From an optimization exercise on the open Yosys and OpenROAD flow, aimed at small area; shortcuts taken in it are not production practice.
Only simulation tests tie the RTL to the original design; equivalence was not proved.
Power is estimated from default activity; no workload was simulated.

[flow/config.mk]
export PLATFORM = sky130hd
export DESIGN_NAME = main
export DESIGN_NICKNAME = main
export VERILOG_FILES = /design/flow/design.v
export SDC_FILE = /design/flow/constraint.sdc
export NUM_CORES = 4
export LEC_CHECK = 0
export CAP_MARGIN = 20
export CORE_MARGIN = 2
export CORE_UTILIZATION = 85
export CTS_BUF_LIST = sky130_fd_sc_hd__clkbuf_4
export CTS_CLUSTER_DIAMETER = 35
export CTS_CLUSTER_SIZE = 10
export SLEW_MARGIN = 20
[flow/design.v]
`timescale 1ns / 1ps
module debounce(input clk, input reset_n, input btn_input, output btn_pressed);
reg [8:0] counter;  
wire at_period = counter[8] & counter[7] & counter[6] & counter[5] & counter[3];
assign btn_pressed = at_period & ~counter[0];
wire done = at_period & counter[0];
wire [9:0] carry;
wire [8:0] inc;
assign carry[0] = ~done;
genvar i;
generate for (i = 0; i < 9; i = i + 1) begin : g_inc
  assign inc[i] = counter[i] ^ carry[i];
  assign carry[i + 1] = counter[i] & carry[i];
end endgenerate
always @(posedge clk) begin
  if (~reset_n || btn_input == 0)
    counter <= 0;
  else
    counter <= inc;
end
endmodule
`timescale 1ns / 1ps
module player(
    input  clk,
    input  reset_n,
    input  [3:0] usr_btn,
    input  [1:0] game_state,
    output [11:0] x,
    output [11:0] y
);
function [32:0] add;  
    input [31:0] a, b;
    input cin;
    reg c;
    integer i;
    begin
        c = cin;
        for (i = 0; i < 32; i = i + 1) begin
            add[i] = a[i] ^ b[i] ^ c;
            c = (a[i] & b[i]) | (c & (a[i] ^ b[i]));
        end
        add[32] = c;
    end
endfunction
function ult;  
    input [31:0] a, b;
    integer i;
    begin
        ult = 1'b0;
        for (i = 0; i < 32; i = i + 1)
            ult = (~a[i] & b[i]) | (~(a[i] ^ b[i]) & ult);
    end
endfunction
reg  [14:0] hpos;
reg  [19:1] vpos;
reg  [19:1] speed;
reg  [26:0] speed_clk;
reg  face, facev;
wire btn_pressed;  
debounce btn_db(
  .clk(clk),
  .reset_n(reset_n),
  .btn_input(usr_btn[1]),
  .btn_pressed(btn_pressed)
);
wire [6:0] xo = hpos[14:8];
wire [8:0] xi = {xo[6] & xo[5], ~(xo[6] & xo[5]), xo[6] ^ xo[5], ~xo[5], xo[4:0]};
wire [9:0] yi = vpos[19:10];
assign x = {3'b000, xi};
assign y = {2'b00, yi};
wire move_r = face == 1 && ult(xo, 120) && usr_btn[0] == 1;    
wire move_l = face == 0 && (xo != 0) && usr_btn[2] == 1;       
wire [32:0] hsum = add({17'd0, hpos}, {32{move_l}}, move_r);
always @(posedge clk) begin
  if (~reset_n || game_state == 1) begin
    hpos <= {7'd118, 8'd0};  
    face <= 1;
  end else
    hpos <= hsum[14:0];
  if (usr_btn[0] == 1)
    face <= 1;
  else if (usr_btn[2] == 1)
    face <= 0;
end
wire above_floor = ult(yi, 178);      
wire at_floor    = (yi == 10'd178);
wire v_move = facev ? (yi != 0) : above_floor;
wire [19:1] vstep = {speed[19:5] | {15{facev}}, speed[4:1] ^ {4{facev}}} & {19{v_move}};
wire [32:0] vsum = add({13'd0, vpos}, {13'd0, vstep}, facev & v_move);
always @(posedge clk) begin
  if (~reset_n || game_state == 1)
    vpos <= {10'd177, 9'd0};
  else
    vpos <= vsum[18:0];
end
wire clk_due = |speed_clk[26:12] | (speed_clk[11] & |speed_clk[10:0]);  
wire jump = btn_pressed && at_floor;
wire slow_down = ~jump & facev & clk_due;                  
wire speed_up  = ~jump & ~facev & above_floor & clk_due;   
wire sc_clear  = ~reset_n | slow_down | speed_up;
wire [32:0] clk_inc = add({5'd0, speed_clk}, 32'd0, ~jump);
wire dec = slow_down & (speed[4:2] != 0);
wire [32:0] sp_lo = add({28'd0, speed[4:1]}, {28'd0, dec, dec, dec, 1'b0}, speed_up);
wire [32:0] sp_hi = add({17'd0, speed[19:5]}, 32'd0, sp_lo[4] & ~dec);
always @(posedge clk) begin
  if (sc_clear) speed_clk <= 0;
  else speed_clk <= clk_inc[26:0];
end
always @(posedge clk) begin
  if (~reset_n) begin
    speed <= 0;
    facev <= 1;
  end else if (jump) begin
    speed <= 10;  
    facev <= 1;
  end else begin
    speed <= {sp_hi[14:0], sp_lo[3:0]};
    if (slow_down && speed[4:2] == 0) facev <= 0;
  end
end
endmodule
`timescale 1ns / 1ps
module npc(
    input clk,
    input reset_n,
    input  [11:0] ball_pos_x,
    input  [11:0] ball_pos_y,
    input game_mode,  
    input [1:0] game_state,  
    output [11:0] npc_pos_x,
    output [11:0] npc_pos_y
);
function [32:0] add;  
    input [31:0] a, b;
    input cin;
    reg c;
    integer i;
    begin
        c = cin;
        for (i = 0; i < 32; i = i + 1) begin
            add[i] = a[i] ^ b[i] ^ c;
            c = (a[i] & b[i]) | (c & (a[i] ^ b[i]));
        end
        add[32] = c;
    end
endfunction
function ult;  
    input [31:0] a, b;
    integer i;
    begin
        ult = 1'b0;
        for (i = 0; i < 32; i = i + 1)
            ult = (~a[i] & b[i]) | (~(a[i] ^ b[i]) & ult);
    end
endfunction
reg  [14:0] hpos;
reg  [19:1] vpos;
reg  [19:1] speed;
reg  [26:0] speed_clk;
reg  [7:0]  doziness_clock;  
reg  face_v;
wire [6:0] xi = hpos[14:8];
wire [9:0] yi = vpos[19:10];
assign npc_pos_x = {5'd0, xi};
assign npc_pos_y = {2'b00, yi};
wire awake = (game_mode == 0 || ult(doziness_clock, 170));
wire [32:0] target = add({25'd0, xi}, {27'd0, 1'b1, 1'b0, hpos[1], ~hpos[1], hpos[0]}, 1'b0);
wire move_r = ult(xi, 120) && ult(target[31:0], {20'd0, ball_pos_x}) && awake;   
wire move_l = (xi != 0) && ult({20'd0, ball_pos_x}, target[31:0]) && awake;
wire [32:0] hsum = add({17'd0, hpos}, {32{move_l}}, move_r);
always @(posedge clk) begin
    if (~reset_n || game_state == 1) hpos <= {7'd1, 8'd0};
    else hpos <= hsum[14:0];
end
wire above_floor = ult(yi, 178);
wire at_floor    = (yi == 10'd178);
wire v_move = face_v ? (yi != 0) : above_floor;
wire [19:1] vstep = {speed[19:5] | {15{face_v}}, speed[4:1] ^ {4{face_v}}} & {19{v_move}};
wire [32:0] vsum = add({13'd0, vpos}, {13'd0, vstep}, face_v & v_move);
always @(posedge clk) begin
    if (~reset_n || game_state == 1) vpos <= {10'd177, 9'd0};
    else vpos <= vsum[18:0];
end
wire clk_due = |speed_clk[26:12] | (speed_clk[11] & |speed_clk[10:0]);  
wire jump = ult(ball_pos_y, 81) && at_floor;
wire slow_down = ~jump & face_v & clk_due;                  
wire speed_up  = ~jump & ~face_v & above_floor & clk_due;   
wire sc_clear  = ~reset_n | slow_down | speed_up;
wire [32:0] clk_inc = add({5'd0, speed_clk}, 32'd0, ~jump);
wire dec = slow_down & (speed[4:2] != 0);
wire [32:0] sp_lo = add({28'd0, speed[4:1]}, {28'd0, dec, dec, dec, 1'b0}, speed_up);
wire [32:0] sp_hi = add({17'd0, speed[19:5]}, 32'd0, sp_lo[4] & ~dec);
always @(posedge clk) begin
  if (sc_clear) speed_clk <= 0;
  else speed_clk <= clk_inc[26:0];
end
always @(posedge clk) begin
  if (~reset_n) begin
    speed <= 0;
    face_v <= 1;
  end else if (jump) begin
    speed <= 10;  
    face_v <= 1;
  end else begin
    speed <= {sp_hi[14:0], sp_lo[3:0]};
    if (slow_down && speed[4:2] == 0) face_v <= 0;
  end
end
wire [32:0] doz_inc = add({24'd0, doziness_clock}, 32'd0, 1'b1);
always @(posedge clk) begin
    if (~reset_n) doziness_clock <= 0;
    else if (game_mode == 1 && ult(doziness_clock, 244)) doziness_clock <= doz_inc[7:0];
    else doziness_clock <= 0;
end
endmodule
`timescale 1ns / 1ps
module Ball(
    input clk,
    input reset_n,
    input [11:0] Player_X,
    input [11:0] Player_Y,
    input [11:0] NPC_X,
    input [11:0] NPC_Y,
    input [1:0] game_state,  
    input who_win,  
    input smash,  
    input smash1,
    output [11:0] Ball_X,
    output [11:0] Ball_Y
);
function [32:0] add;  
    input [31:0] a, b;
    input cin;
    reg c;
    integer i;
    begin
        c = cin;
        for (i = 0; i < 32; i = i + 1) begin
            add[i] = a[i] ^ b[i] ^ c;
            c = (a[i] & b[i]) | (c & (a[i] ^ b[i]));
        end
        add[32] = c;
    end
endfunction
function ult;  
    input [31:0] a, b;
    integer i;
    begin
        ult = 1'b0;
        for (i = 0; i < 32; i = i + 1)
            ult = (~a[i] & b[i]) | (~(a[i] ^ b[i]) & ult);
    end
endfunction
reg [15:0] px;
reg [15:0] py;
reg [18:0] vy;
reg vx1, vx4;           
reg x_dir, y_dir;
reg clk_cnt;            
reg [12:0] smash_cnt;   
reg start;              
wire [11:0] X = {3'd0, px[15:7]};
wire [11:0] Y = {4'd0, py[15:8]};
assign Ball_X = X;
assign Ball_Y = Y;
wire check_cnt_max = clk_cnt;
wire check_smash_cnt_max = smash_cnt[12] & smash_cnt[9] & smash_cnt[8] & smash_cnt[7] & smash_cnt[3];
wire [32:0] spx = add({22'd0, X[8:0]}, ~{23'd0, Player_X[8:0]}, 1'b1);
wire [32:0] snx = add({24'd0, X[7:0]}, ~{25'd0, NPC_X[6:0]}, 1'b1);
wire [32:0] spy = add({24'd0, Y[7:0]}, ~{22'd0, Player_Y[9:0]}, 1'b1);
wire [32:0] sny = add({24'd0, Y[7:0]}, ~{22'd0, NPC_Y[9:0]}, 1'b1);
wire [9:0]  opx = {~spx[9], spx[8:0]};    
wire [8:0]  onx = {~snx[8], snx[7:0]};    
wire [10:0] opy = {~spy[10], spy[9:0]};  
wire [10:0] ony = {~sny[10], sny[9:0]};
wire nx_ok = ~X[8];
wire player_collison = ~ult(opx, 512 - 30) && ult(opx, 512 + 40) &&
                       ~ult(opy, 1024 - 30) && ult(opy, 1024 + 43);
wire player_left_e   = ult(opx, 512 - 6);
wire player_center_e = ~ult(opx, 512 - 7) && ult(opx, 512 + 19);
wire player_right_e  = ~ult(opx, 512 + 18);
wire player_top_e    = ult(opy, 1024 - 8);
wire NPC_collison = nx_ok &&
                    ~ult(onx, 256 - 25) && ult(onx, 256 + 35) &&
                    ~ult(ony, 1024 - 30) && ult(ony, 1024 + 43);
wire NPC_left_e   = ult(onx, 256 - 6);
wire NPC_center_e = ~ult(onx, 256 - 7) && ult(onx, 256 + 19);
wire NPC_right_e  = ~ult(onx, 256 + 18);
wire NPC_top_e    = ult(ony, 1024 - 8);
wire net_x            = ~ult(X, 130) && ult(X, 167);
wire net_collison     = net_x && ~ult(Y, 120);
wire net_collison_top = net_x && (Y == 12'd120);
wire player_on_ground = ult(Player_Y, 178);
wire NPC_on_ground    = ult(NPC_Y, 178);
wire [7:0] step_y = vy[18:11];
wire play = reset_n && game_state == 2'b10;
wire [32:0] ysum = add({16'd0, py}, (y_dir ? {24'd0, step_y} : ~{24'd0, step_y}) & {32{check_cnt_max}}, ~y_dir & check_cnt_max);
wire y_floor = check_cnt_max & ~y_dir & ~ysum[32];  
wire [32:0] xsum = add({16'd0, px}, {{29{~x_dir}}, vx4 ^ ~x_dir, ~x_dir, vx1 ^ ~x_dir} & {32{check_cnt_max}}, ~x_dir & check_cnt_max);
wire vy_nz = |vy;
wire [32:0] vsum = add({13'd0, vy}, {32{~y_dir & vy_nz}}, y_dir);
always @(posedge clk) begin
    if (~reset_n) clk_cnt <= 0;
    else clk_cnt <= ~clk_cnt;
end
wire [32:0] smash_inc = add({19'd0, smash_cnt}, 32'd0, ~check_smash_cnt_max);  
always @(posedge clk) begin
    if (~reset_n) begin
        smash_cnt <= 0;
        start <= 0;
    end else if (start) begin
        smash_cnt <= smash_inc[12:0];
        start <= ~check_smash_cnt_max;
    end else begin
        start <= ((player_collison && smash) || (NPC_collison && smash1));
        smash_cnt <= 0;
    end
end
always @(posedge clk) begin
    if (!play) begin
        px <= {(who_win ? NPC_X[8:0] : Player_X[8:0]), 7'd0};
        x_dir <= 1;
        vx1 <= 0;
        vx4 <= 0;
    end else begin
        px <= xsum[15:0];
        if (X == 12'b0) x_dir <= 1;
        else if (X == 12'd290) x_dir <= 0;
        else if (net_collison && X == 12'd130) x_dir <= 0;
        else if (net_collison && X == 12'd166) x_dir <= 1;
        else if (player_collison && smash) begin
            x_dir <= 0; vx1 <= 0; vx4 <= 1;
        end else if (NPC_collison && smash1) begin
            x_dir <= 1; vx1 <= 0; vx4 <= 1;
        end else if (player_collison && player_left_e && ~check_smash_cnt_max) begin
            x_dir <= 0; vx1 <= 1; vx4 <= 0;
        end else if (player_collison && player_right_e && ~check_smash_cnt_max) begin
            x_dir <= 1; vx1 <= 1; vx4 <= 0;
        end else if (NPC_collison && NPC_left_e && ~check_smash_cnt_max) begin
            x_dir <= 0; vx1 <= 1; vx4 <= 0;
        end else if (NPC_collison && NPC_right_e && ~check_smash_cnt_max) begin
            x_dir <= 1; vx1 <= 1; vx4 <= 0;
        end else if (NPC_collison && NPC_center_e && ~check_smash_cnt_max) begin
            vx1 <= 0; vx4 <= 0;
        end else if (player_collison && player_center_e && ~check_smash_cnt_max) begin
            vx1 <= 0; vx4 <= 0;
        end
    end
end
always @(posedge clk) begin
    if (!play) begin
        py <= {8'd30, 8'd0};
        y_dir <= 1;
    end else begin
        py <= y_floor ? 16'd0 : ysum[15:0];
        if (Y == 0 || step_y == 0) y_dir <= 1;
        else if (((player_collison && player_on_ground) || (NPC_collison && NPC_on_ground)) && smash) y_dir <= 1;
        else if (Y == 12'd190) y_dir <= 0;
        else if ((player_collison && player_top_e) || (NPC_collison && NPC_top_e) || net_collison_top) y_dir <= 0;
    end
end
always @(posedge clk) begin
    if (!play)
        vy <= 19'd1 << 11;
    else
        vy <= vsum[18:0];
end
endmodule
`timescale 1ns / 1ps
module main(
    input  clk,
    input  reset_n,
    input  [3:0] usr_btn,
    input [3:0] usr_sw,
    output [11:0] player_x,
    output [11:0] player_y,
    output [11:0] computer_x,
    output [11:0] computer_y,
    output [11:0] ball_x,
    output [11:0] ball_y,
    output reg [2:0] player_score,
    output reg [2:0] computer_score,
    output reg [1:0] state
    );
localparam [2:0] S_MAIN_INIT = 0 , S_MAIN_IDLE = 1,
                 S_MAIN_START = 2 ,  S_MAIN_WAIT1 =3, S_MAIN_PLAY = 4,
                 S_MAIN_CAL = 5 ,  S_MAIN_WAIT2 =6,
                 S_MAIN_END =7;
function [32:0] add;  
    input [31:0] a, b;
    input cin;
    reg c;
    integer i;
    begin
        c = cin;
        for (i = 0; i < 32; i = i + 1) begin
            add[i] = a[i] ^ b[i] ^ c;
            c = (a[i] & b[i]) | (c & (a[i] ^ b[i]));
        end
        add[32] = c;
    end
endfunction
function ult;  
    input [31:0] a, b;
    integer i;
    begin
        ult = 1'b0;
        for (i = 0; i < 32; i = i + 1)
            ult = (~a[i] & b[i]) | (~(a[i] ^ b[i]) & ult);
    end
endfunction
reg  [2:0] P, P_next;
reg [14:0] cnt;
reg win;  
reg [9:0] sm_clk;  
wire sm = usr_sw[1] == 1'b1 ? sm_clk[3] : 1'b1;
wire touched = ~ult(ball_y, 190);
wire start_done = cnt[14] & cnt[12] & cnt[11] & cnt[10] & cnt[9] & cnt[8] & cnt[6] & cnt[4] & cnt[3] & cnt[2] & cnt[1] & cnt[0];
wire wait_done  = cnt[13] & cnt[11] & cnt[10] & cnt[9] & cnt[8] & cnt[7] & cnt[5] & cnt[4];
wire sm_wrap = sm_clk[9] & sm_clk[8] & sm_clk[7] & sm_clk[6] & sm_clk[5] & sm_clk[3] & sm_clk[0];
Ball ball(
    .clk(clk),
    .reset_n(reset_n),
    .Player_X(player_x),
    .Player_Y(player_y),
    .NPC_X(computer_x),
    .NPC_Y(computer_y),
    .game_state(state),
    .who_win(win),
    .smash(usr_btn[3]),
    .smash1(sm),
    .Ball_X(ball_x),
    .Ball_Y(ball_y)
);
player players(
    .clk(clk),
    .reset_n(reset_n),
    .usr_btn(usr_btn),
    .game_state(state),
    .x(player_x),
    .y(player_y)
);
npc npcs(
    .clk(clk),
    .reset_n(reset_n),
    .ball_pos_x(ball_x),
    .ball_pos_y(ball_y),
    .game_mode(usr_sw[1]),
    .game_state(state),
    .npc_pos_x(computer_x),
    .npc_pos_y(computer_y)
);
always @(posedge clk) begin
  if (~reset_n || P == S_MAIN_INIT || P == S_MAIN_START)
    state <= 0;
  else if (P == S_MAIN_WAIT1)
    state <= 1;
  else if (P == S_MAIN_PLAY)
    state <= 2;
  else if (P == S_MAIN_END)
    state <= 3;
end
always @(posedge clk) begin
  if (~reset_n) P <= S_MAIN_INIT;
  else P <= P_next;
end
wire [32:0] sm_inc = add({22'd0, sm_clk}, 32'd0, 1'b1);
wire [32:0] cnt_inc = add({17'd0, cnt}, 32'd0, 1'b1);
wire point = (P == S_MAIN_PLAY) && touched;
wire npc_point = ~ult(ball_x, 160);
wire [32:0] ps_inc = add({29'd0, player_score}, 32'd0, point & ~npc_point);
wire [32:0] cs_inc = add({29'd0, computer_score}, 32'd0, point & npc_point);
always @(posedge clk) begin
  if (~reset_n || P == S_MAIN_INIT || sm_wrap) sm_clk <= 0;
  else sm_clk <= sm_inc[9:0];
end
always @(posedge clk) begin
  if (~reset_n || !(P == S_MAIN_START || P == S_MAIN_WAIT1) || (P == S_MAIN_START && start_done))
    cnt <= 0;
  else
    cnt <= cnt_inc[14:0];
end
always @(*) begin
  case (P)
    S_MAIN_INIT:  P_next = S_MAIN_IDLE;
    S_MAIN_IDLE:  P_next = (usr_sw[0] == 0) ? S_MAIN_START : S_MAIN_IDLE;
    S_MAIN_START: P_next = start_done ? S_MAIN_WAIT1 : S_MAIN_START;
    S_MAIN_WAIT1: P_next = wait_done ? S_MAIN_PLAY : S_MAIN_WAIT1;
    S_MAIN_PLAY:  P_next = touched ? S_MAIN_WAIT2 : S_MAIN_PLAY;
    S_MAIN_WAIT2: P_next = S_MAIN_CAL;
    S_MAIN_CAL:   P_next = (player_score == 7 || computer_score == 7) ? S_MAIN_END : S_MAIN_WAIT1;
    default:      P_next = usr_sw[0] ? S_MAIN_INIT : S_MAIN_END;  
  endcase
end
always @(posedge clk) begin
  if (~reset_n || P == S_MAIN_INIT) begin
    player_score <= 0;
    computer_score <= 0;
    win <= 0;
  end else begin
    player_score <= ps_inc[2:0];
    computer_score <= cs_inc[2:0];
    if (point) win <= npc_point;
  end
end
endmodule
[flow/standard.sh]
#!/bin/bash
# synth_recipe.tcl (not shown) runs the flow's synth.tcl, then flattens the netlist and writes it again
# the make line also repeats each setting of config.mk as NAME=value (left out here)
make -C /OpenROAD-flow-scripts/flow DESIGN_CONFIG=/design/flow/config.mk WORK_HOME=/design/flow/orfs CLKGATE_MAP_FILE= SYNTH_SCRIPT=/design/flow/synth_recipe.tcl "${@:-finish}"
[flow/constraint.sdc]
create_clock -name core_clock -period 10.0 [get_ports {clk}]
set_input_delay 2.0000 -clock core_clock [delete_from_list [all_inputs] [get_ports {clk}]]
set_output_delay 2.0000 -clock core_clock [all_outputs]
set_load 0.01 [all_outputs]
[flow/flow/run.sh]
#!/bin/bash
# Layout flow: the standard ORFS flow (standard.sh) with these changes:
#  - synthesis maps the logic with an area-oriented ABC script (flow/abc_area.script);
#    everything before ABC, and so every register, is as in the standard synthesis
#  - the port buffers that placement adds are the smallest buffer, buf_1
#  - clock tree synthesis inserts no dummy loads (clock buffers, clustering as in config.mk)
#  - the constant outputs share one tie cell instead of one tie cell each
set -euo pipefail
here=$(pwd)
rm -rf "$here/scripts"
cp -r "$FLOW_HOME/scripts" "$here/scripts"
cp "$here/flow/abc_area.script" "$here/scripts/abc_area.script"
export SCRIPTS_DIR="$here/scripts"
export ABC_AREA=1
export BUFFER_PORTS_ARGS="-buffer_cell sky130_fd_sc_hd__buf_1"
export SKIP_REPAIR_TIE_FANOUT=1
export CTS_ARGS="-sink_clustering_enable -repair_clock_nets -dont_use_dummy_load -sink_clustering_size 10 -sink_clustering_max_diameter 35 -buf_list sky130_fd_sc_hd__clkbuf_4"
bash standard.sh > "$here/standard.log" 2>&1
[flow/flow/abc_area.script]
strash
&get -n
&deepsyn -T 60
&put
dch -f
amap
strash
dch -f
amap
topo
stime -c
==> results of run 1 <==
==> cell families (layout without fill, tap and decap cells) <==
logic type | count (synthesis) | in the layout | synth area share
AND/OR/NAND/NOR | 491 | 491 | 0.170
adder cells (fa/ha/maj) | 310 | 310 | 0.323
flip-flops | 287 | 287 | 0.372
buffers and inverters | 208 | 267 | 0.0671
AO/OA/AOI/OAI | 155 | 155 | 0.0674
other | 1 | 2 | 0.000243
==> state kept, by name, summed over array words and instances, names as in the netlist, 8 cells and up <==
name / flops
npcs.speed_clk: 27
players.speed_clk: 27
ball.vy: 19
npcs.speed: 19
npcs.vpos: 19
players.speed: 19
players.vpos: 19
ball.px: 16
ball.py: 16
cnt: 15
npcs.hpos: 15
players.hpos: 15
ball.smash_cnt: 13
sm_clk: 10
players.btn_db.counter: 9
npcs.doziness_clock: 8
==> worst reg2reg max path: cells and delay by family (launching register included) <==
| family | cells | cell delay [ns] |
|---|---|---|
| DFF | 1 | 0.35 |
| adders and majority gates | 22 | 8.10 |
| buffers and inverters | 3 | 0.20 |
| AOI/OAI and AO/OA | 2 | 0.38 |
| and+or+nand+nor | 6 | 0.59 |
==> worst max path at each step <==
stage                          start          endpoint  slack (ns)  cells after the start
finish                  npcs.hpos[0]     npcs.hpos[14]        0.28                     33
global route            npcs.hpos[0]     npcs.hpos[14]       -0.03                     33
CTS                     npcs.hpos[0]     npcs.hpos[14]        0.20                     33
detailed placement  players.vpos[18]  players.vpos[19]        0.32                     27
global placement    players.vpos[18]  players.vpos[19]        0.57                     27
floorplan               npcs.hpos[8]     npcs.hpos[14]        0.44                     33
==> stage by stage <==
stage	total power [mW]	cell area [um^2]
floorplan	1.68	15400
global placement	1.78	15600
detailed placement	1.82	15600
CTS	2.41	15900
global route	2.53	16000
finish	2.42	16000
==> power breakdown <==
part | switching (mW) | internal [mW] | total, mW
registers | 0.0654 | 1.19 | 1.25
logic | 0.363 | 0.226 | 0.589
clock network | 0.379 | 0.202 | 0.581
==> synth_stat cells, types with 3 or more instances <==
cell / instances
ha_1: 162
fa_1: 148
and3_1: 56
nor2b_1: 162
a31oi_1: 6
o21ai_0: 34
nor4_1: 21
or4_1: 3
or2_0: 18
a21oi_1: 27
buf_4: 68
o22ai_1: 11
a211oi_1: 14
o21a_1: 31
a221oi_1: 3
nor2_1: 120
a2111oi_0: 5
or3_1: 7
nand2_1: 35
clkinv_1: 140
nand4_1: 7
nand3_1: 20
nor3_1: 36
a222oi_1: 5
dfxtp_1: 287
==> area by class of cell <==
cell class,count,share of cell area
well taps,229,0.0179
clock buffers,44,0.0207
multi-input cells,957,0.545
flip-flops and latches,287,0.360
inverters,140,0.0329
repair buffers,83,0.0231
diodes,1,0.000157
==> timing repair <==
item                                   in CTS  in global routing
setup endpoints to repair                   0                  3
gates resized for setup                     0                  7
endpoints found under the hold margin       0                  0
hold buffers                                0                  0
==> metal layers <==
metal,up-vias,global-route usage,share of wire
li1,4926,-,-
met1,5120,0.407,0.38
met2,437,0.597,0.50
met3,182,0.0660,0.067
met4,0,0.177,0.056
met5,-,0,0
==> results.txt, run 1 <==
largest area contributor in the netlist dfxtp_1; Req. time, crit path roughly 11 ns; most frequent cells in the layout 287 x dfxtp_1, 162 x nor2b_1, 162 x ha_1, 148 x fa_1, 140 x clkinv_1; power density over cell area 152 nW/um^2; Hold WC Path Type flip-flop to flip-flop; Pins Over Slew Limit 0; maximum vdd drop 0.159 mV; Initial Util 0.862; top_reg_cell synth dfxtp_1; Final TNS setup 0 ns; post-synth net total 1772; clk sinks 287; Slowest cell on crit path fa_1; I/O Pins 90; Post-Syn Area per Cell 10.6 um^2; routability cong. 0.879; TritonCTS clock tree done; critical path arrival 10.29 ns; Crit path top cell by count fa_1; synth warn 5; Min-Delay Path Depth 1; status no timing/DRC/antenna violations; Pre-antenna DRT Iters 18; number of synthesized flops with an enable pin 0; footprint of the multi-input gates 8710 um^2; Mapped Cells 1452; DP HPWL 22100 um; end of the worst hold path npcs.doziness_clock[0]; routed via count about 11000; dpl ws 0.322 ns; CP peak stage delay 0.48 ns; core area ~18000 um^2; TritonCTS Buffers 44; share of cells above drive strength 1 0.0463; Synth top area share 0.372; period utilization 0.972; vias per inst around 6; crit-path leading delay family adder cells; storage element area 5750 um^2; # nets final 1833; Overflow after GRT 0; final hold vios 0; Final ANT Viol Nets 0; die area between 15000 and 20000 um^2; commonest non-fill, non-tap cell in the layout dfxtp_1; fin util 0.892; die width 139 um; Die Y 139 um; num rows between 40 and 50; setup violators final 0; Reg clk slew, reported paths 0.11 ns; Post-synth ARST share 0; GRT Total Usage 0.343; r2r endpoint npcs.hpos[14]; crit-path max FO 2; Hold Crit Start npcs.doziness_clock[0]; Unique masters post-synth 48; crit path launch type flip-flop; Area growth syn-to-layout 3.44%; Final WS setup 0.276 ns; Setup crit end kind flip-flop; placed cell count ~1700; max_cap viols 0; initial antenna violation count 1; FF-to-FF path depth 33; Crit Path Class flip-flop to flip-flop; Fmax between 0.1 and 0.15 GHz; Worst Clk Skew roughly 0.066 ns; largest net degree at the start of global routing 60; fin cells 1741; worst r2r src npcs.hpos[0]; Total Wirelength between 30000 and 40000 um; register area share after synthesis 0.372; top post-synthesis cells by area dfxtp_1 37%, fa_1 19%, ha_1 13%; Leak slightly above 7 nW; number of port buffers 68; first-pass GRT wire length 53800 um; clock buffer depth 3; Slew @ Worst Pin 0.869 ns; wire length per cell 18.2 um; Hold WS 0.429 ns; slew margin rel. 0.421; WP buf/inv 3; minimum clock period approximately 10 ns; H-Tree Depth 2; DRC 0; 1st-iter DRT viols 798; vias in the first global route 11600; post-CTS setup buffer count 0; Root Buffer clkbuf_4; flop-to-flop setup slack 0.28 ns; Clk Latency, worst-skew pair around 0.7 ns; mapped cell area 15400 um^2; FILL cells 838; #FFs+latches synth 287
==> run 2: changes to the inputs <==
--- a/flow/flow/run.sh
+++ b/flow/flow/run.sh
@@ -2,4 +2,5 @@
 # Layout flow: the standard ORFS flow (standard.sh) with these changes:
-#  - synthesis maps the logic with an area-oriented ABC script (flow/abc_area.script);
-#    everything before ABC, and so every register, is as in the standard synthesis
+#  - synthesis leaves the adders to ABC (no separate full/half-adder cell mapping) and
+#    maps the logic with an area-oriented ABC script (flow/abc_area.script); only the
+#    combinational mapping differs from the standard synthesis, so every register is as there
 #  - the port buffers that placement adds are the smallest buffer, buf_1
@@ -14,2 +15,3 @@
 export ABC_AREA=1
+export ADDER_MAP_FILE=
 export BUFFER_PORTS_ARGS="-buffer_cell sky130_fd_sc_hd__buf_1"
==> results.txt, run 2 <==
number of synthesized flops with an enable pin 0; synth warn 5; register area share after synthesis 0.392; Mapped Cells 2061; num rows 48; top post-synthesis cells by area dfxtp_1 39%, nor2_1 12%, nor3_1 5.9%; Initial Util 0.859; Post-synth ARST share 0; Synth top area share 0.392; Unique masters post-synth 49; post-synth net total 2071; largest area contributor in the netlist dfxtp_1; die width 135 um; Die Y between 100 and 150 um; mapped cell area 14700 um^2; count leader, synth nor2_1; #FFs+latches synth 287; top_reg_cell synth dfxtp_1; Failed at 3_1_place_gp_skip_io; list of most frequent post-synthesis cells 485 x nor2_1, 287 x dfxtp_1, 211 x clkinv_1; Post-Syn Area per Cell 7.11 um^2; error msg [ERROR GPL-0301] Utilization 101.532 % exceeds 100%.; status did not finish
==> run 2: changes by cell type after synthesis, sizes merged, moves of 55 or more <==
cell,previous run,this run
a21oi,27,105
ha,162,0
nor3,36,173
clkinv,140,211
o21ai,34,155
fa,148,0
a211oi,14,69
nand2,35,127
nor2b,162,15
nor2,120,485
==> run 2: cell families after synthesis <==
kind of cell / after synthesis / synth area share
simple gates: 986 / 0.301
compound gates: 507 / 0.217
flops: 287 / 0.392
buf+inv: 279 / 0.0889
xor+xnor: 1 / 0.000598
other cells: 1 / 0.000256
==> run 3: changes to the inputs <==
--- a/flow/config.mk
+++ b/flow/config.mk
@@ -9,3 +9,3 @@
 export CORE_MARGIN = 2
-export CORE_UTILIZATION = 85
+export CORE_UTILIZATION = 70
 export CTS_BUF_LIST = sky130_fd_sc_hd__clkbuf_4
==> results.txt, run 3 <==
status no timing/DRC/antenna violations; I/O Pins 90; die width 149 um; mux contribution to synthesized area 0; number of synthesized flops with an enable pin 0; Synth top area share 0.392; Req. time, crit path 10.58 ns; largest net degree at the start of global routing 35; setup violators final 0; minimum clock period 7.20 ns; CP peak stage delay 0.43 ns; Hold WC Path Type flip-flop to flip-flop; Final ANT Viol Nets 0; DRC 0; storage element area 5750 um^2; fin area approximately 15000 um^2; crit path launch type flip-flop; final hold vios 0; vias per inst between 5 and 6; top_reg_cell synth dfxtp_1; Top Registers npcs.speed_clk (27), players.speed_clk (27); TritonCTS Buffers 46; WP buf/inv 2; most frequent cells in the layout 485 x nor2_1, 287 x dfxtp_1, 211 x clkinv_1, 172 x nor3_1, 154 x o21ai_0; Post-Syn Area per Cell 7.11 um^2; Min-Delay Path Depth 1; Area growth syn-to-layout 3.28%; TritonCTS clock tree done; first-pass GRT wire length 56700 um; routed via count between 10000 and 15000; footprint of the multi-input gates 7610 um^2; dpl ws 2.89 ns; Overflow after GRT 0; number of port buffers 68; # nets final 2125; largest area contributor in the netlist dfxtp_1; register area share after synthesis 0.392; power density over cell area 144 nW/um^2; Clk Latency, worst-skew pair 0.69 ns; list of most frequent post-synthesis cells 485 x nor2_1, 287 x dfxtp_1, 211 x clkinv_1; Slew @ Worst Pin 0.841 ns; FF-to-FF path depth 38; Root Buffer clkbuf_4; #FFs+latches synth 287; synth warn 5; Crit Path Class flip-flop to flip-flop; Post-Synth Adder-Cell Area 0; wire length per cell approximately 14 um; Leak between 5 and 6 nW; post_cts resized 0; count leader, synth nor2_1; DP HPWL 25400 um; clock buffer depth 3; Post-synth ARST share 0; CTS Hold Bufs 0; initial antenna violation count 1; top post-synthesis cells by area dfxtp_1 39%, nor2_1 12%, nor3_1 5.9%; routability cong. roughly 0.95; Worst Clk Skew 0.0900 ns; RSZ-0062 raised after global routing no; period utilization 0.720; FILL cells 1656; crit-path leading delay family simple AND/OR/NAND/NOR gates; placed cell count 2337; post-CTS setup buffer count 0; Initial Util 0.720; largest family of logic cells by synthesized area simple AND/OR/NAND/NOR gates; mapped cell area approximately 15000 um^2; slew margin rel. 0.437; Total Wirelength 34000 um; num rows 52; share of cells above drive strength 1 0.0251; critical path depth in cells 38; Slowest cell on crit path clkinv_1; commonest non-fill, non-tap cell in the layout nor2_1; compound-gate portion of the synthesized area 0.217; GRT Total Usage 0.305; Fmax between 0.1 and 0.15 GHz; 1st-iter DRT viols 947; Pre-antenna DRT Iters 8; area share of xor/xnor cells in the synthesized design 0.000598; crit-path max FO 15; maximum vdd drop 0.111 mV; Reg clk slew, reported paths 0.08 ns; die area ~22000 um^2; Final TNS setup 0 ns; simple-gate area share of the yosys netlist 0.301; Unique masters post-synth 49; Die Y 149 um; clk sinks 287; placed inst area about 15000 um^2; H-Tree Depth 2; Pins Over Slew Limit 0; Mapped Cells between 2000 and 2500; post-synth net total 2071; vias in the first global route 12800; Setup crit end kind flip-flop; critical path arrival approximately 8 ns; core area 20400 um^2; Crit path top cell by count nor2_1; Final WS setup 2.80 ns; max_cap viols 0; fin cells 2384
run 3: cell counts after synthesis:
Identical to the previous run, type by type.
run 3: final timing paths:
path                   end     startpoint  slack (ns)
max reg2reg  npcs.vpos[19]  npcs.vpos[15]        2.80
min             ball.vy[0]     ball.vy[0]        0.42
min reg2reg     ball.vy[0]     ball.vy[0]        0.42
max          npcs.vpos[19]  npcs.vpos[15]        2.80
run 3: power by group:
part	leakage [nW]	total, mW	switching [mW]	internal, mW
clock	0.212	0.583	0.372	0.211
combinational	2.69	0.367	0.242	0.125
sequential	2.32	1.23	0.0469	1.18
run 3: layout make-up:
class                      instances  area share
antenna                            1    0.000165
clock buffer                      46      0.0228
inverter                         211      0.0523
multi-input combinational       1495       0.503
sequential                       287       0.380
tap                              270      0.0223
timing repair buffer              74      0.0198
run 3: metal layers:
layer  GRT usage  vias up  share of wire
li1            -     7325              -
met1       0.386     6364           0.44
met2       0.518      493           0.46
met3      0.0583      100          0.077
met4       0.116        0          0.032
met5           0        -              0
run 3: cell families after synthesis:
kind of cell	count (synthesis)
DFF	287
AOI/OAI and AO/OA	507
buffers and inverters	279
xor gates and xnor gates	1
other	1
and+or+nand+nor	986
run 3: worst register-to-register path, delay by kind of cell, from the launching register on:
family / cells / cell delay (ns)
buffers and inverters: 2 / 0.61
flip-flops: 1 / 0.41
AND/OR/NAND/NOR: 24 / 4.27
AO/OA/AOI/OAI: 12 / 1.84
run 3: per-stage QoR:
step                 util  total power, mW  hold slack, ns
CTS                 0.743             2.19           0.429
finish              0.743             2.18           0.424
floorplan               -             1.55           0.406
detailed placement  0.726             1.62           0.421
global route        0.743             2.30           0.454
global placement    0.726             1.60           0.415
==> run 4: changes to the inputs <==
--- a/flow/design.v
+++ b/flow/design.v
@@ -260,3 +260,2 @@
 reg [12:0] smash_cnt;   
-reg start;              
 wire [11:0] X = {3'd0, px[15:7]};
@@ -266,3 +265,5 @@
 wire check_cnt_max = clk_cnt;
-wire check_smash_cnt_max = smash_cnt[12] & smash_cnt[9] & smash_cnt[8] & smash_cnt[7] & smash_cnt[3];
+wire smash_top = smash_cnt[12] & smash_cnt[9] & smash_cnt[8] & smash_cnt[7] & smash_cnt[3];
+wire check_smash_cnt_max = smash_top & (smash_cnt[1] | smash_cnt[0]);  
+wire smash_idle = (smash_cnt == 0) | (smash_top & smash_cnt[1]);        
 wire [32:0] spx = add({22'd0, X[8:0]}, ~{23'd0, Player_X[8:0]}, 1'b1);
@@ -305,3 +306,4 @@
 end
-wire [32:0] smash_inc = add({19'd0, smash_cnt}, 32'd0, ~check_smash_cnt_max);  
+wire [32:0] smash_inc = add({19'd0, smash_cnt}, 32'd0, 1'b1);
+wire smash_hit = (player_collison && smash) || (NPC_collison && smash1);
 always @(posedge clk) begin
@@ -309,9 +311,6 @@
         smash_cnt <= 0;
-        start <= 0;
-    end else if (start) begin
-        smash_cnt <= smash_inc[12:0];
-        start <= ~check_smash_cnt_max;
+    end else if (smash_idle) begin
+        smash_cnt <= {12'd0, smash_hit};
     end else begin
-        start <= ((player_collison && smash) || (NPC_collison && smash1));
-        smash_cnt <= 0;
+        smash_cnt <= smash_inc[12:0];
     end
==> flow/flow/abc_area.script (replaced) <==
strash
&get -n
&deepsyn -T 180
&put
dch -f
amap
topo
stime -c
==> results.txt, run 4 <==
dpl ws between 2 and 3 ns; Pre-antenna DRT Iters 6; DP HPWL ~25000 um; largest net degree at the start of global routing 62; Root Buffer clkbuf_4; Post-synth ARST share 0; first-pass GRT wire length 56100 um; Final WS setup between 2 and 3 ns; Total Wirelength 33600 um; Reg clk slew, reported paths about 0.11 ns; Crit Path Class flip-flop to flip-flop; synth warn 5; H-Tree Depth 2; clock buffer depth 3; DRC 0; routability cong. 0.959; compound-gate portion of the synthesized area 0.220; number of port buffers 68; FF-to-FF path depth 35; power density over cell area 144 nW/um^2; 1st-iter DRT viols 928; list of most frequent post-synthesis cells 436 x nor2_1, 286 x dfxtp_1, 217 x clkinv_1; placed inst area 14600 um^2; Slowest cell on crit path clkinv_1; Final TNS setup 0 ns; Req. time, crit path 10.53 ns; Fmax approximately 0.14 GHz; Slew @ Worst Pin 0.994 ns; status no timing/DRC/antenna violations; fin util 0.740; DR top layer met4; most frequent cells in the layout 436 x nor2_1, 286 x dfxtp_1, 217 x clkinv_1, 179 x nor3_1, 166 x o21ai_0; Top Registers npcs.speed_clk (27), players.speed_clk (27); area share of xor/xnor cells in the synthesized design 0.000605; #FFs+latches synth 286; WL met2 between 15000 and 20000 um; FILL cells 1636; wire length per cell 14.4 um; fin cells around 2300; vias per inst 5.99; die area 21800 um^2; GRT Total Usage 0.304; Min-Delay Path Depth 1; num rows 52; Clk Latency, worst-skew pair 0.65 ns; WP buf/inv 2; CP peak stage delay 0.44 ns; number of synthesized flops with an enable pin 0; Die Y 148 um; largest family of logic cells by synthesized area simple AND/OR/NAND/NOR gates; Synth top area share 0.396; RSZ-0062 raised after global routing no; placed cell count 2283; Hold Crit Start npcs.doziness_clock[0]; max_cap viols 0; worst r2r src players.vpos[12]; Area growth syn-to-layout 3.45%; core area 20200 um^2; Mapped Cells 2007; final hold vios 0; Final ANT Viol Nets 0; CP startpoint players.vpos[12]; crit-path leading delay family simple AND/OR/NAND/NOR gates; clk sinks around 290; fin area 15000 um^2; die width 148 um; top_reg_cell synth dfxtp_1; TritonCTS clock tree done; post_cts resized 0; Post-Syn Area per Cell 7.21 um^2; setup violators final 0; commonest non-fill, non-tap cell in the layout nor2_1; Overflow after GRT 0; Leak 5.07 nW; Post-Synth Adder-Cell Area 0; maximum vdd drop 0.102 mV; critical path depth in cells 35; mapped cell area about 14000 um^2; wire length on met1 around 15000 um; register area share after synthesis 0.396; post-CTS setup buffer count 0; Worst Clk Skew 0.0481 ns; Hold WC Path Type flip-flop to flip-flop; crit-path max FO 15; TritonCTS Buffers 46; simple-gate area share of the yosys netlist 0.292; critical path arrival 7.81 ns; Unique masters post-synth 50; initial antenna violation count 1; Pins Over Slew Limit 0; share of cells above drive strength 1 0.0262; period utilization 0.727; routed via count 14000; Routed met3 length 2320 um; I/O Pins 90; post-synth net total 2017; count leader, synth nor2_1; slew margin rel. 0.335; # nets final 2071; CTS Hold Bufs 0; Initial Util 0.715; vias in the first global route 12700; minimum clock period 7.27 ns; top post-synthesis cells by area dfxtp_1 40%, nor2_1 11%, nor3_1 6.2%; Setup crit end kind flip-flop; crit path launch type flip-flop; mux contribution to synthesized area 0; largest area contributor in the netlist dfxtp_1
run 4: cell types whose count changed after synthesis, sizes merged, moves of 9 or more:
| cell | before | now |
|---|---|---|
| and3 | 61 | 73 |
| nand2 | 127 | 115 |
| or3 | 13 | 4 |
| o21ai | 155 | 167 |
| nor2 | 485 | 436 |
| nand3 | 24 | 13 |
| a21oi | 105 | 88 |
| a31oi | 18 | 9 |
run 4: worst reg2reg max path: cells and delay by family, from the launching register on:
kind                   cells  cell delay (ns)
buffers and inverters      2             0.81
AND/OR/NAND/NOR           22             3.78
AO/OA/AOI/OAI             11             2.23
flip-flops                 1             0.36
run 4: metrics by stage:
stage	total power, mW	hold slack [ns]
2_1_floorplan	1.53	0.409
3_3_place_gp	1.59	0.418
3_5_place_dp	1.60	0.426
4_1_cts	2.17	0.441
5_1_grt	2.28	0.470
6_report	2.16	0.443
run 4: cell type report:
type	count	area (um^2)	share of cell area
repair buffers	74	300	0.0201
diodes	4	10.0	0.000669
well taps	270	338	0.0226
flip-flops and latches	286	5730	0.382
clock buffers	46	345	0.0231
multi-input cells	1436	7440	0.497
inverters	217	815	0.0544
run 4: cells by family (layout without fill, tap and decap cells):
logic type / after synthesis / after routing
and+or+nand+nor: 932 / 932
xor gates and xnor gates: 1 / 1
DFF: 286 / 286
other: 1 / 5
AOI/OAI and AO/OA: 502 / 502
buffers and inverters: 285 / 337
run 4: routing by layer:
metal  up-vias  GRT usage
met1      6307      0.382
met4         0      0.122
li1       7157          -
met3       107     0.0562
met5         -          0
met2       413      0.517
run 4: final timing paths:
| kind | to | slack [ns] |
|---|---|---|
| min | npcs.doziness_clock[0] | 0.44 |
| max | players.vpos[19] | 2.73 |
| max reg2reg | players.vpos[19] | 2.73 |
| min reg2reg | npcs.doziness_clock[0] | 0.44 |
run 4: power by group:
group | switching (mW) | internal (mW)
Sequential | 0.0411 | 1.18
Clock | 0.367 | 0.211
Combinational | 0.234 | 0.127
==> run 5: changes to the inputs <==
--- a/flow/config.mk
+++ b/flow/config.mk
@@ -9,3 +9,3 @@
 export CORE_MARGIN = 2
-export CORE_UTILIZATION = 70
+export CORE_UTILIZATION = 78
 export CTS_BUF_LIST = sky130_fd_sc_hd__clkbuf_4
==> results.txt, run 5 <==
CP startpoint players.vpos[12]; GRT Total Usage 0.345; RSZ-0062 raised after global routing no; Area growth syn-to-layout 2.77%; Die Y 140 um; top post-synthesis cells by area dfxtp_1 40%, nor2_1 11%, nor3_1 6.2%; Leak 5.04 nW; DP HPWL 25100 um; power density over cell area 144 nW/um^2; Post-synth ARST share 0; TritonCTS clock tree done; Unique masters post-synth 50; FILL cells approximately 1300; fin util 0.822; Crit Path Class flip-flop to flip-flop; P_sw ~0.64 mW; post-CTS setup buffer count 0; worst r2r src players.vpos[12]; end point of the critical path players.vpos[19]; synth warn 5; wire length per cell 15.0 um; Seq pwr share 0.572; Root Buffer clkbuf_4; Pins Over Slew Limit 0; Clk Latency, worst-skew pair between 0.6 and 0.7 ns; most frequent cells in the layout 436 x nor2_1, 286 x dfxtp_1, 217 x clkinv_1, 179 x nor3_1, 166 x o21ai_0; status no timing/DRC/antenna violations; FF-to-FF path depth 35; r2r endpoint players.vpos[19]; TritonCTS Buffers between 40 and 50; Clk pwr share 0.258; DRC 0; fin area ~15000 um^2; commonest non-fill, non-tap cell in the layout nor2_1; Final ANT Viol Nets 0; crit-path max FO 15; H-Tree Depth 2; number of synthesized flops with an enable pin 0; flop-to-flop setup slack 2.66 ns; vias per inst about 6.3; Top Registers npcs.speed_clk (27), players.speed_clk (27); # nets final ~2100; Overflow after GRT 0; Req. time, crit path between 10 and 15 ns; register area share after synthesis 0.396; num rows 49; minimum clock period 7.34 ns; Synth top area share 0.396; Setup crit end kind flip-flop; core area 18100 um^2; slew margin rel. 0.327; Final TNS setup 0 ns; Slew @ Worst Pin 1.01 ns; #FFs+latches synth 286; Reg clk slew, reported paths around 0.1 ns; 1st-iter DRT viols approximately 1200; period utilization 0.734; CP peak stage delay 0.39 ns; clock buffer depth 3; post_cts resized 0; power share of the combinational group 0.169; Total Wirelength 34300 um; final hold vios 0; max_cap viols 0; routability cong. 0.955; placed inst area 14600 um^2; vias in the first global route 13200; crit path launch type flip-flop; CTS Hold Bufs 0; I/O Pins 90; maximum vdd drop 0.121 mV; post-synth net total 2017; largest net degree at the start of global routing 62; internal power 1.50 mW; largest area contributor in the netlist dfxtp_1; die width 140 um; Sw Share 0.298; routed via count 14300; first-pass GRT wire length approximately 58000 um; total chip power 2.14 mW; initial antenna violation count 1; Hold WC Path Type flip-flop to flip-flop; Slowest cell on crit path clkinv_1; die area 19700 um^2; share of cells above drive strength 1 0.0234; critical path arrival ~7.8 ns; mapped cell area between 10000 and 15000 um^2; setup violators final 0; Post-Syn Area per Cell 7.21 um^2; Mapped Cells 2007; Fmax around 0.14 GHz; list of most frequent post-synthesis cells 436 x nor2_1, 286 x dfxtp_1, 217 x clkinv_1; top_reg_cell synth dfxtp_1; number of port buffers 68; clk sinks 286; Worst Clk Skew between 0.06 and 0.07 ns; Initial Util 0.800; count leader, synth nor2_1; Pre-antenna DRT Iters 8
==> run 5: logic make-up after synthesis <==
kind of cell,count (synthesis),synth area share
XOR/XNOR,1,0.000605
AND/OR/NAND/NOR,932,0.292
flip-flops,286,0.396
other,1,0.000259
buffers and inverters,285,0.0916
AO/OA/AOI/OAI,502,0.220
==> run 5: worst min-delay path by stage <==
stage | from | to | cells past startpoint
final | npcs.doziness_clock[0] | npcs.doziness_clock[0] | 1
after global routing | npcs.doziness_clock[0] | npcs.doziness_clock[0] | 1
after floorplan | npcs.doziness_clock[0] | npcs.doziness_clock[0] | 1
after CTS | npcs.doziness_clock[0] | npcs.doziness_clock[0] | 1
after detailed placement | npcs.doziness_clock[0] | npcs.doziness_clock[0] | 1
after global placement | npcs.doziness_clock[0] | npcs.doziness_clock[0] | 1
==> run 5: per-stage QoR <==
| step | std cells | hold slack (ns) | setup WS, ns |
|---|---|---|---|
| after CTS | 2283 | 0.452 | 2.73 |
| after floorplan | 2007 | 0.409 | 3.80 |
| final | 2285 | 0.450 | 2.66 |
| after detailed placement | 2241 | 0.441 | 2.84 |
| after global routing | 2284 | 0.460 | 1.55 |
| after global placement | 2241 | 0.417 | 3.06 |
==> run 5: routing by layer <==
metal | global-route usage | wire length [um] | vias up
li1 | - | - | 7146
met1 | 0.417 | 14400 | 6540
met2 | 0.601 | 16400 | 530
met3 | 0.0670 | 2500 | 102
met4 | 0.149 | 1080 | 0
met5 | 0 | 0 | -
==> run 5: cell type report <==
| type | instances | area, um^2 | area share |
|---|---|---|---|
| multi-input combinational | 1436 | 7430 | 0.500 |
| inverter | 217 | 815 | 0.0548 |
| antenna | 2 | 5.00 | 0.000337 |
| clock buffer | 42 | 315 | 0.0212 |
| sequential | 286 | 5730 | 0.385 |
| timing repair buffer | 73 | 293 | 0.0197 |
| tap | 229 | 287 | 0.0193 |
==> run 5: power groups by stage <==
stage / clock [mW] / sequential, mW / combinational, mW
2_1_floorplan: 0 / 1.24 / 0.293
3_3_place_gp: 0 / 1.24 / 0.337
3_5_place_dp: 0 / 1.25 / 0.352
4_1_cts: 0.562 / 1.22 / 0.354
5_1_grt: 0.606 / 1.23 / 0.406
6_report: 0.552 / 1.22 / 0.362
==> run 5: critical path: cells and delay by family (launching register included) <==
family	cells	cell delay, ns
and+or+nand+nor	22	3.83
AOI/OAI and AO/OA	11	2.19
DFF	1	0.38
buffers and inverters	2	0.76
==> run 6: changes to the inputs <==
==> flow/flow/abc_area.script (replaced) <==
strash
&get -n
&deepsyn -T 400
&put
dch -f
amap
topo
stime -c
==> results.txt, run 6 <==
setup violators final 0; synth warn 5; routability cong. 0.963; Post-Syn Area per Cell about 7.2 um^2; GRT Total Usage 0.337; post-CTS setup buffer count 0; Area growth syn-to-layout 2.71%; Overflow after GRT 0; clock buffer depth 3; Worst Clk Skew 0.0565 ns; Root Buffer clkbuf_4; Pins Over Slew Limit 0; RSZ-0062 raised after global routing no; critical path arrival 6.84 ns; period utilization 0.632; Unique masters post-synth 47; Final WS setup 3.68 ns; routed via count 14000; slew margin rel. 0.344; vias in the first global route 12900; Synth top area share 0.397; Slowest cell on crit path or4_1; top post-synthesis cells by area dfxtp_1 40%, nor2_1 11%, clkinv_1 5.9%; die area 19600 um^2; 1st-iter DRT viols 1069; Initial Util 0.798; Top Registers npcs.speed_clk (27), players.speed_clk (27); largest net degree at the start of global routing 30; minimum clock period between 6 and 7 ns; num rows 49; Post-synth ARST share 0; H-Tree Depth 2; Fmax 0.158 GHz; Total Wirelength 33300 um; power density over cell area 124 nW/um^2; Crit Path Class flip-flop to flip-flop; top_reg_cell synth dfxtp_1; crit-path max FO 16; Req. time, crit path around 11 ns; Final TNS setup 0 ns; post-synth net total 2013; die width 140 um; register area share after synthesis 0.397; wire length per cell 14.6 um; most frequent cells in the layout 440 x nor2_1, 286 x dfxtp_1, 225 x clkinv_1, 165 x o21ai_0, 154 x nor3_1; Clk Latency, worst-skew pair between 0.6 and 0.7 ns; initial antenna violation count 1; Slew @ Worst Pin 0.981 ns; Die Y 140 um; Crit path top cell by count nand2_1; CTS Hold Bufs 0; count leader, synth nor2_1; Reg clk slew, reported paths 0.10 ns; vias per inst 6.16; core area 18100 um^2; CP peak stage delay 0.49 ns; number of port buffers 68; Pre-antenna DRT Iters 21; mapped cell area 14400 um^2; DRC 0; # nets final slightly above 2000; FILL cells 1243; share of cells above drive strength 1 0.0234; number of synthesized flops with an enable pin 0; Setup crit end kind flip-flop; dpl ws 3.71 ns; final hold vios 0; status no timing/DRC/antenna violations; Mapped Cells between 2000 and 2500; max_cap viols 0; largest area contributor in the netlist dfxtp_1; first-pass GRT wire length between 50000 and 60000 um; DP HPWL 24800 um; I/O Pins 90; post_cts resized 0; total chip power 1.84 mW; crit path launch type flip-flop; TritonCTS clock tree done; maximum vdd drop 0.118 mV; commonest non-fill, non-tap cell in the layout nor2_1; clk sinks between 200 and 300; #FFs+latches synth between 200 and 300; Hold WC Path Type flip-flop to flip-flop; list of most frequent post-synthesis cells 440 x nor2_1, 286 x dfxtp_1, 225 x clkinv_1; TritonCTS Buffers 41; Leak 5.18 nW; Final ANT Viol Nets 0
-- run 6: changes by cell type in the layout (fill, tap and decap cells not counted), sizes merged, moves of 12 or more --
cell    before  now
o22ai       45   28
nor3       179  155
o21a        15   29
a211oi      72   60
a22oi       15   32
or2         20    8
-- run 6: critical path, delay by kind of cell, from the launching register on --
| family | cells | cell delay, ns |
|---|---|---|
| buffers and inverters | 3 | 0.71 |
| and+or+nand+nor | 21 | 2.99 |
| AOI/OAI and AO/OA | 17 | 2.06 |
| DFF | 1 | 0.37 |
-- run 6: area by class of cell --
class	count	area, um^2	share of cell area
inverter	225	845	0.0570
timing repair buffer	74	300	0.0203
multi-input combinational	1424	7350	0.496
clock buffer	41	308	0.0208
antenna	1	2.50	0.000169
tap	229	287	0.0193
sequential	286	5730	0.386
-- run 6: report_power, final --
group / switching, mW / leakage, nW / total (mW) / internal [mW]
Clock: 0.360 / 0.189 / 0.549 / 0.189
Combinational: 0.0853 / 2.68 / 0.121 / 0.0359
Sequential: 0.0208 / 2.31 / 1.18 / 1.15
Total: 0.466 / 5.18 / 1.84 / 1.38
-- run 6: routing by layer --
layer / vias up / routed length (um) / GRT usage
met5: - / 0 / 0
met2: 506 / 15800 / 0.586
met4: 0 / 1220 / 0.138
met1: 6293 / 13900 / 0.413
li1: 7133 / - / -
met3: 108 / 2430 / 0.0629
-- run 6: through the flow --
step,instances,cell area (um^2),hold slack [ns],utilization
6_report,2280,14800,0.452,0.820
4_1_cts,2279,14800,0.453,0.819
3_5_place_dp,2238,14500,0.439,0.802
3_3_place_gp,2238,14500,0.423,0.802
2_1_floorplan,2003,14400,0.409,-
5_1_grt,2280,14800,0.477,0.820
-- run 6: logic make-up (layout without fill, tap and decap cells) --
logic type	after synthesis	in the layout	share of synthesized area
AND/OR/NAND/NOR	901	901	0.279
flip-flops	286	286	0.397
buffers and inverters	293	340	0.0939
AO/OA/AOI/OAI	522	522	0.230
other	1	2	0.000260
-- run 6: path summary, 6_finish.rpt --
kind,start,endpoint,slack (ns),cells past startpoint
worst min register to register,cnt[14],cnt[14],0.45,1
worst min-delay path,cnt[14],cnt[14],0.45,1
worst max register to register,npcs.vpos[18],npcs.vpos[19],3.68,41
worst max-delay path,npcs.vpos[18],npcs.vpos[19],3.68,41

==> port drivers added, routing unchanged <==
Ports are ideal in the flow. The routed layouts listed here were re-timed in OpenROAD.
Step 1: set_driving_cell puts a clkbuf_16 on clk and a buf_2 on each other input, an assumption about the parent block.
Step 2 also shifts input and output timing later by t, the mid clock arrival at the registers, as if the neighbouring blocks saw the same clock.
Three values: ideal, step 1, step 2; two values: the first two.
| run | t (ns) | slack for setup (ns) | clock arrival spread, ns | worst register clock-pin slew, ns |
|---|---|---|---|---|
| run 1 | 0.695 | 0.276 / 0.276 / 0.276 | 0.072 / 0.072 | 0.11 / 0.11 |
| run 3 | 0.686 | 2.804 / 2.804 / 2.804 | 0.091 / 0.090 | 0.11 / 0.11 |
| run 4 | 0.679 | 2.727 / 2.727 / 2.727 | 0.060 / 0.059 | 0.11 / 0.11 |
| run 5 | 0.681 | 2.660 / 2.660 / 2.660 | 0.079 / 0.080 | 0.11 / 0.11 |
| run 6 | 0.673 | 3.681 / 3.681 / 3.681 | 0.056 / 0.057 | 0.11 / 0.11 |
After both steps every run listed still meets setup and hold.
